From an optimization exercise on the open Yosys and OpenROAD flow, aimed at small area and a short achievable clock period; shortcuts taken in it are not production practice.
RTL that was checked went through simulation tests only; none was proved equivalent to the original.
Power and IR drop assume default switching activity.

==> flow/design.v (excerpt) <==
module PE_Array #(
    parameter DATA_WIDTH = 8,
    parameter ARRAY_SIZE = 4,
    parameter DIAG_NUM = 2 * ARRAY_SIZE - 1,
    parameter SUM_WIDTH = 32
)(
    input [ARRAY_SIZE*DATA_WIDTH-1:0] ifm_in,
    input [ARRAY_SIZE*DATA_WIDTH-1:0] w_in,
    input clk,
    input rst_n,
    input [DIAG_NUM-1:0] done,
    output [ARRAY_SIZE*DATA_WIDTH-1:0] ifm_pass,
    output [ARRAY_SIZE*DATA_WIDTH-1:0] w_pass,
    output [ARRAY_SIZE*ARRAY_SIZE*SUM_WIDTH-1:0] psum_out
);
Size: ~6200 cells after synthesis, ~940 flip-flops, roughly 650 I/O pins.
export LEC_CHECK = 0
export CAP_MARGIN = 20
export CORE_MARGIN = 2
export CORE_UTILIZATION = 40
export CTS_BUF_LIST = sky130_fd_sc_hd__clkbuf_4 sky130_fd_sc_hd__clkbuf_8
export SETUP_SLACK_MARGIN = 2.5
export SLEW_MARGIN = 20
create_clock -name core_clock -period 7.0 [get_ports {clk}]
standard.sh (not shown) runs the stock make flow with config.mk's settings and CLKGATE_MAP_FILE= SYNTH_SCRIPT=/design/flow/synth_recipe.tcl, a recipe that flattens the netlist after the stock synthesis.
==> flow/flow/run.sh <==
#!/bin/bash
# Own layout flow: the standard synthesis unchanged, then the standard
# ORFS layout with two changes: the port buffers are the smallest plain
# buffer (buffer_ports would otherwise pick the 10 um2 clkdlybuf4s50_1 delay
# cell), and clock tree synthesis uses larger sink clusters and no dummy loads.
set -euo pipefail
bash standard.sh synth > synth.log 2>&1
bash standard.sh "BUFFER_PORTS_ARGS=-buffer_cell sky130_fd_sc_hd__buf_1" \
  "CTS_ARGS=-sink_clustering_enable -repair_clock_nets -sink_clustering_size 30 -sink_clustering_max_diameter 80 -buf_list {sky130_fd_sc_hd__clkbuf_8 sky130_fd_sc_hd__clkbuf_16} -dont_use_dummy_load" \
  finish > layout.log 2>&1
Change:
==> flow/flow/run.sh (replaced) <==
#!/bin/bash
# Own layout flow: the standard synthesis unchanged, then the standard
# ORFS layout with the port buffers made from the smallest plain buffer
# (buffer_ports would otherwise pick the 10 um2 clkdlybuf4s50_1 delay cell).
set -euo pipefail
bash standard.sh synth > synth.log 2>&1
bash standard.sh "BUFFER_PORTS_ARGS=-buffer_cell sky130_fd_sc_hd__buf_1" finish > layout.log 2>&1
SETUP_SLACK_MARGIN = 0.2   (was 2.5)
Effect: First-iteration DRC count is higher by 15%; total power is higher by 3.6%; core utilization barely changes; global-route usage is higher by 0.19 points; clock-buffer cell count is higher by 191.
Change:
==> flow/flow/run.sh (replaced) <==
#!/bin/bash
# Own layout flow: the standard synthesis unchanged, then the standard
# ORFS layout with two changes: the port buffers are the smallest plain
# buffer (buffer_ports would otherwise pick the 10 um2 clkdlybuf4s50_1 delay
# cell), and clock tree synthesis uses larger sink clusters and no dummy loads.
set -euo pipefail
bash standard.sh synth > synth.log 2>&1
bash standard.sh "BUFFER_PORTS_ARGS=-buffer_cell sky130_fd_sc_hd__buf_1" \
  "CTS_ARGS=-sink_clustering_enable -repair_clock_nets -sink_clustering_size 30 -sink_clustering_max_diameter 80 -buf_list {sky130_fd_sc_hd__clkbuf_8 sky130_fd_sc_hd__clkbuf_16} -dont_use_dummy_load" \
  finish > layout.log 2>&1
SETUP_SLACK_MARGIN = 3.2   (was 0.2)
The new run produced a clean layout.
Area after synthesis stays the same.
Sequential cell count does not change.
Worst setup slack is better by 0.59 ns.
Cell count grows slightly.
Change:
SETUP_SLACK_MARGIN = 0.2   (was 3.2)
=>
- cell area decreases by 12%
- routed wire length decreases by 6.6%
- hold slack is better by 0.043 ns
- area after synthesis stays the same
- combinational power decreases by 27%
- first-iteration DRC count increases by 16%
- critical path depth increases by 2
- register-to-register slack is worse by 0.75 ns
- die area is unchanged
- core utilization decreases by 5.8 points

---

== run a ==
Another version of the RTL of PE_Array (not shown whole).
Size: about 6,100 cells after synthesis, about 930 flip-flops, roughly 650 I/O pins.
clock: 7.0 ns
lec_check: 0
cap_margin: 20
core_margin: 2
core_utilization: 40
cts_buf_list: sky130_fd_sc_hd__clkbuf_4 sky130_fd_sc_hd__clkbuf_8
setup_slack_margin: 2.5
slew_margin: 20
==> flow/flow/run.sh <==
#!/bin/bash
# Own layout flow: the standard synthesis unchanged, then the standard
# ORFS layout with the port buffers made from the smallest plain buffer
# (buffer_ports would otherwise pick the 10 um2 clkdlybuf4s50_1 delay cell).
set -euo pipefail
bash standard.sh synth > synth.log 2>&1
bash standard.sh "BUFFER_PORTS_ARGS=-buffer_cell sky130_fd_sc_hd__buf_1" finish > layout.log 2>&1
No stage failed in run a, and the final checks on the layout all came back clean.
#### Input delta (run b over run a)
- SETUP_SLACK_MARGIN changed from 2.5 to 0.2
- On signed area change from the synthesized netlist to the final layout, the higher figure sits with run a, not run b.
- Compared with run a, run b shows a number of vias in the routed layout that is 2,038 lower.
- Run b vs run a on worst-margin pin slew: run b is the lower one.
- Timing endpoint of the critical path: psum_out[412] -> run a, psum_out[124] -> run b
- Relative to run a, the global-route usage of run b is lower by 1.0 points.
- NOTE: sequential share of layout area in run b exceeds that of run a
- Relative to run a, the cell count measured on run b has decreased by a few percent.
- Compared with run a, run b shows a lower post-detailed-routing wire length.
- Run b vs run a — maximum vdd drop dropped slightly
Function was not checked in any run of this note: the RTL went through the layout flow alone.

---

PE_Array, a different RTL version from the one above (not shown whole).
For scale: about 5800 cells after synthesis, about 69000 µm² of cells after synthesis.
Settings: LEC_CHECK=0, CAP_MARGIN=20, CORE_MARGIN=2, CORE_UTILIZATION=50, CTS_BUF_LIST=sky130_fd_sc_hd__clkbuf_4 sky130_fd_sc_hd__clkbuf_8, SETUP_SLACK_MARGIN=2.9, SLEW_MARGIN=20; clock period 7.0 ns.
==> flow/flow/run.sh <==
#!/bin/bash
# Own layout flow:
#  1. the standard synthesis, unchanged;
#  2. flow/polarity.py removes inverters from the synthesised netlist by
#     flipping full adders (self-dual) and swapping gates for their
#     complementary twins; registers and ports are untouched;
#  3. the standard ORFS layout, with the port buffers made from the smallest
#     plain buffer (buffer_ports would otherwise pick the 10 um2
#     clkdlybuf4s50_1 delay cell) and clock tree synthesis with larger sink
#     clusters and no dummy loads.
set -euo pipefail
bash standard.sh synth > synth.log 2>&1
R=orfs/results/sky130hd/PE_Array/base
cp $R/1_2_yosys.v $R/1_2_yosys_standard.v
python3 flow/polarity.py $R/1_2_yosys_standard.v $R/1_2_yosys.v > polarity.log 2>&1
rm -f $R/1_synth.odb $R/1_synth.sdc
bash standard.sh "BUFFER_PORTS_ARGS=-buffer_cell sky130_fd_sc_hd__buf_1" \
  "CTS_ARGS=-sink_clustering_enable -repair_clock_nets -sink_clustering_size 30 -sink_clustering_max_diameter 80 -buf_list {sky130_fd_sc_hd__clkbuf_8 sky130_fd_sc_hd__clkbuf_16} -dont_use_dummy_load" \
  finish > layout.log 2>&1
==> flow/flow/polarity.py <==
#!/usr/bin/env python3
"""Remove inverters from a flat Yosys netlist by choosing output polarities.

Usage: polarity.py IN.v OUT.v

A full adder is self-dual: complementing its three inputs complements its sum
and carry.  So each full adder may be "flipped" (same cell, inputs and
outputs read complemented), and each and2/nand2 (or2/nor2, xor2/xnor2) may be
swapped for its complement.  Given the inverters of the netlist, this picks
the flips that need the fewest inverters (by area) with a local search, then
rewrites the netlist: every driver feeds its loads directly or through one
new inverter.  Registers, ports and every other cell are left as they are;
a driver whose inverter chain reaches a port keeps its chain untouched.
"""
import re, sys, os, json, math, collections, random

src = open(sys.argv[1]).read()
mod_start = src.index("module ")
first = re.search(r"^\s*sky130_fd_sc_hd__\w+\s+\S+\s*\(", src, re.M)
header = src[:first.start()]
end = src.rindex("endmodule")
body = src[first.start():end]

inst = []
for m in re.finditer(r"^\s*(sky130_fd_sc_hd__\w+)\s+(\S+)\s*\((.*?)\);", body, re.S | re.M):
    pins = [(p, n.strip()) for p, n in re.findall(r"\.(\w+)\(([^()]*)\)", m.group(3))]
    inst.append([m.group(1), m.group(2), pins])

ports = set()
for m in re.finditer(r"^\s*(input|output)\s+(\[[^\]]*\]\s*)?(\S+);", header, re.M):
    ports.add(m.group(3))
def is_port(net):
    return re.sub(r"\s*\[\d+\]$", "", net) in ports

OUTP = {"X", "Y", "Q", "Q_N", "SUM", "COUT", "HI", "LO"}
drv = {}
loads = collections.defaultdict(list)
for i, (c, nm, pins) in enumerate(inst):
    for p, n in pins:
        if p in OUTP:
            drv[n] = (i, p)
        else:
            loads[n].append((i, p))

def isinv(i):
    return re.match(r"sky130_fd_sc_hd__(inv|clkinv)_\d+$", inst[i][0]) is not None
def isfa(i):
    return re.match(r"sky130_fd_sc_hd__fa_\d+$", inst[i][0]) is not None
# complementary cell pairs (same inputs, complemented output): cell -> [twin, out pin, twin's out pin, area change]
SWAP = json.load(open(os.path.join(os.path.dirname(os.path.abspath(__file__)), "swap.json")))
INV = 3.7536

# roots: nets driven by a non-inverter cell, or input ports feeding cells
roots = {}
for n, (i, p) in drv.items():
    if not isinv(i):
        roots[n] = (i, p)
for n in loads:
    if n not in drv:
        roots[n] = (None, None)      # input port or constant

sinks = {}        # root net -> [(inst, pin, parity)]
chain_to_port = set()
used_inv = set()
def walk(net, par, out, invs):
    if is_port(net) and par is not None and net not in roots:
        out.append(("PORT", net, par))
    for (j, p) in loads.get(net, []):
        if isinv(j):
            invs.append(j)
            ynet = dict(inst[j][2])["Y"]
            walk(ynet, par ^ 1, out, invs)
        else:
            out.append((j, p, par))
for n in roots:
    out, invs = [], []
    walk(n, 0, out, invs)
    if any(s[0] == "PORT" for s in out) or is_port(n):
        chain_to_port.add(n)
        continue
    sinks[n] = out
    used_inv.update(invs)

fixed_cells = set()
for n in chain_to_port:
    i, p = roots[n]
    if i is not None:
        fixed_cells.add(i)
cand = [i for i in range(len(inst))
        if i not in fixed_cells and (isfa(i) or inst[i][0] in SWAP)]
flip = collections.defaultdict(int)

def fin(j):
    """inversion a flipped cell applies to its inputs (full adders only)"""
    return flip[j] if (j != "PORT" and isfa(j)) else 0

def root_cost(n):
    i, p = roots[n]
    fd = flip[i] if i is not None else 0
    return INV if any((par ^ fd ^ fin(j)) for j, q, par in sinks[n]) else 0.0
def cell_cost(i):
    return SWAP[inst[i][0]][3] if (flip[i] and inst[i][0] in SWAP) else 0.0

touch = collections.defaultdict(set)
for n, lst in sinks.items():
    i, p = roots[n]
    if i is not None:
        touch[i].add(n)
    for j, q, par in lst:
        touch[j].add(n)

before = sum(root_cost(n) for n in sinks)
random.seed(1)
for rnd in range(20):
    changed = False
    order = cand[:]
    random.shuffle(order)
    for i in order:
        b = sum(root_cost(n) for n in touch[i]) + cell_cost(i)
        flip[i] ^= 1
        a = sum(root_cost(n) for n in touch[i]) + cell_cost(i)
        if a < b - 1e-9:
            changed = True
        else:
            flip[i] ^= 1
    if not changed:
        break
cur = sum(root_cost(n) for n in sinks) + sum(cell_cost(i) for i in cand)
best, best_flip = cur, dict(flip)
steps = int(os.environ.get("POL_STEPS", "2000000"))
for k in range(steps):
    T = 3.0 * (0.01 / 3.0) ** (k / steps)
    i = cand[random.randrange(len(cand))]
    b = sum(root_cost(n) for n in touch[i]) + cell_cost(i)
    flip[i] ^= 1
    a = sum(root_cost(n) for n in touch[i]) + cell_cost(i)
    d = a - b
    if d <= 0 or random.random() < math.exp(-d / T):
        cur += d
        if cur < best - 1e-9:
            best, best_flip = cur, dict(flip)
    else:
        flip[i] ^= 1
flip = collections.defaultdict(int, best_flip)
after = sum(root_cost(n) for n in sinks) + sum(cell_cost(i) for i in cand)
ninv_before = len(used_inv)

# rewrite
drop = set(used_inv)
newwires = []
conn = {}          # (inst, pin) -> net
ninv_after = 0
newinst = []
for n, lst in sinks.items():
    i, p = roots[n]
    fd = flip[i] if i is not None else 0
    inv_net = None
    for j, q, par in lst:
        need = par ^ fd ^ fin(j)
        if need:
            if inv_net is None:
                inv_net = f"_pol{len(newwires)}_"
                newwires.append(inv_net)
                newinst.append(["sky130_fd_sc_hd__inv_1", f"_polinv{len(newwires)}_",
                                [("A", n), ("Y", inv_net)]])
                ninv_after += 1
            conn[(j, q)] = inv_net
        else:
            conn[(j, q)] = n

def fmt(n):
    return n + " " if n.startswith("\\") else n

out = [header]
for w in newwires:
    out.append(f"  wire {w};\n")
for i, (c, nm, pins) in enumerate(inst):
    if i in drop:
        continue
    if flip[i] and c in SWAP:
        nc, po, pn, _ = SWAP[c]
        pins = [(pn if p == po else p, n) for p, n in pins]
        c = nc
    pins = [(p, conn.get((i, p), n)) for p, n in pins]
    out.append(f"  {c} {nm} (\n" + ",\n".join(f"    .{p}({fmt(n)})" for p, n in pins) + "\n  );\n")
for c, nm, pins in newinst:
    out.append(f"  {c} {nm} (\n" + ",\n".join(f"    .{p}({fmt(n)})" for p, n in pins) + "\n  );\n")
out.append(src[end:])
open(sys.argv[2], "w").write("".join(out))
nfl = sum(1 for i in cand if flip[i])
print(f"polarity: inverters {ninv_before} -> {ninv_after}, flipped {nfl} of {len(cand)} cells, "
      f"model cost {before:.1f} -> {after:.1f} um2")
Other scripts of this flow, unchanged in this note and not shown: flow/flow/swap.json
The starting point went through all stages and came out clean.
Rerun with:
Settings changed: CORE_UTILIZATION 50 to 60, SETUP_SLACK_MARGIN 2.9 to 2.7.
After rerunning: The changed run finished with timing, DRC and antenna clean; total power falls by 4.8%; design area drops by 3.7%; routed wire length is lower by 3.3%; final cell count drops by 4.9%; combinational power shrinks by about 5%.
Rerun with:
--- a/flow/flow/polarity.py
+++ b/flow/flow/polarity.py
@@ -129,3 +129,3 @@
 best, best_flip = cur, dict(flip)
-steps = int(os.environ.get("POL_STEPS", "2000000"))
+steps = int(os.environ.get("POL_STEPS", "400000"))
 for k in range(steps):
Settings changed: CORE_UTILIZATION 60 to 40, SETUP_SLACK_MARGIN 2.7 to 2.9.
Register-to-register slack gets better by 0.19 ns.
Combinational power grows by a few percent.
Cell area grows by a few percent.
Clock-buffer cell count grows by 32.
Flip-flop and latch count is unchanged.
Area after synthesis grows slightly.
Sequential power stays flat.
First-iteration DRC count shrinks by roughly a tenth.
Maximum frequency grows by a few percent.
Rerun with:
--- a/flow/flow/polarity.py
+++ b/flow/flow/polarity.py
@@ -129,3 +129,3 @@
 best, best_flip = cur, dict(flip)
-steps = int(os.environ.get("POL_STEPS", "400000"))
+steps = int(os.environ.get("POL_STEPS", "2000000"))
 for k in range(steps):
Settings changed: CORE_UTILIZATION 40 to 75.
=> Power decreases by 2.6%; sequential power barely changes; combinational power climbs by about 2%; wire length falls by 5.8%; via count came out higher by 4.2%; setup slack got worse by 0.075 ns.

separate check: timing with driven ports:
The flow's constraints put no driver on any port. The routed layouts listed below were extracted and timed again, unchanged, in two steps.
Step 1 assumes that a clkbuf_16 drives the clock port and a buf_2 every other input.
Step 2 times the ports against the registers' clock, not the clock port: input delays grow and output delays shrink by t, the midpoint of the rising clock arrivals with the driver on.
Slacks: ideal / step 1 / step 2; pairs: ideal / step 1.
| run | t, ns | setup WS [ns] | worst hold slack (ns) |
|---|---|---|---|
| the first run of note 1 | 0.753 | 2.409 / 2.411 / 1.658 | 0.440 / 0.440 / 0.440 |
| the second run of note 1 | 0.996 | 1.978 / 1.926 / 1.179 | 0.538 / 0.538 / 0.538 |
| the third run of note 1 | 0.766 | 2.569 / 2.582 / 1.816 | 0.456 / 0.456 / 0.456 |
| the fourth run of note 1 | 0.777 | 1.973 / 1.973 / 1.245 | 0.498 / 0.499 / 0.499 |
| run a | 0.984 | 2.043 / 1.963 / 2.407 | 0.547 / 0.547 / 0.547 |
| run b | 0.986 | 1.564 / 1.487 / 2.417 | 0.544 / 0.544 / 0.544 |
| the first run of note 3 | 0.745 | 2.925 / 2.843 / 2.213 | 0.480 / 0.480 / 0.480 |
| the second run of note 3 | 0.756 | 2.805 / 2.742 / 2.053 | 0.537 / 0.537 / 0.537 |
| the third run of note 3 | 0.775 | 2.931 / 2.877 / 2.149 | 0.440 / 0.440 / 0.440 |
| the fourth run of note 3 | 0.758 | 2.856 / 2.780 / 2.198 | 0.509 / 0.509 / 0.509 |
After both steps every run listed still meets setup and hold. For the second run of note 1, which loses most, drivers alone change the setup slack by -0.052 ns; drivers and shift together by -0.799 ns.
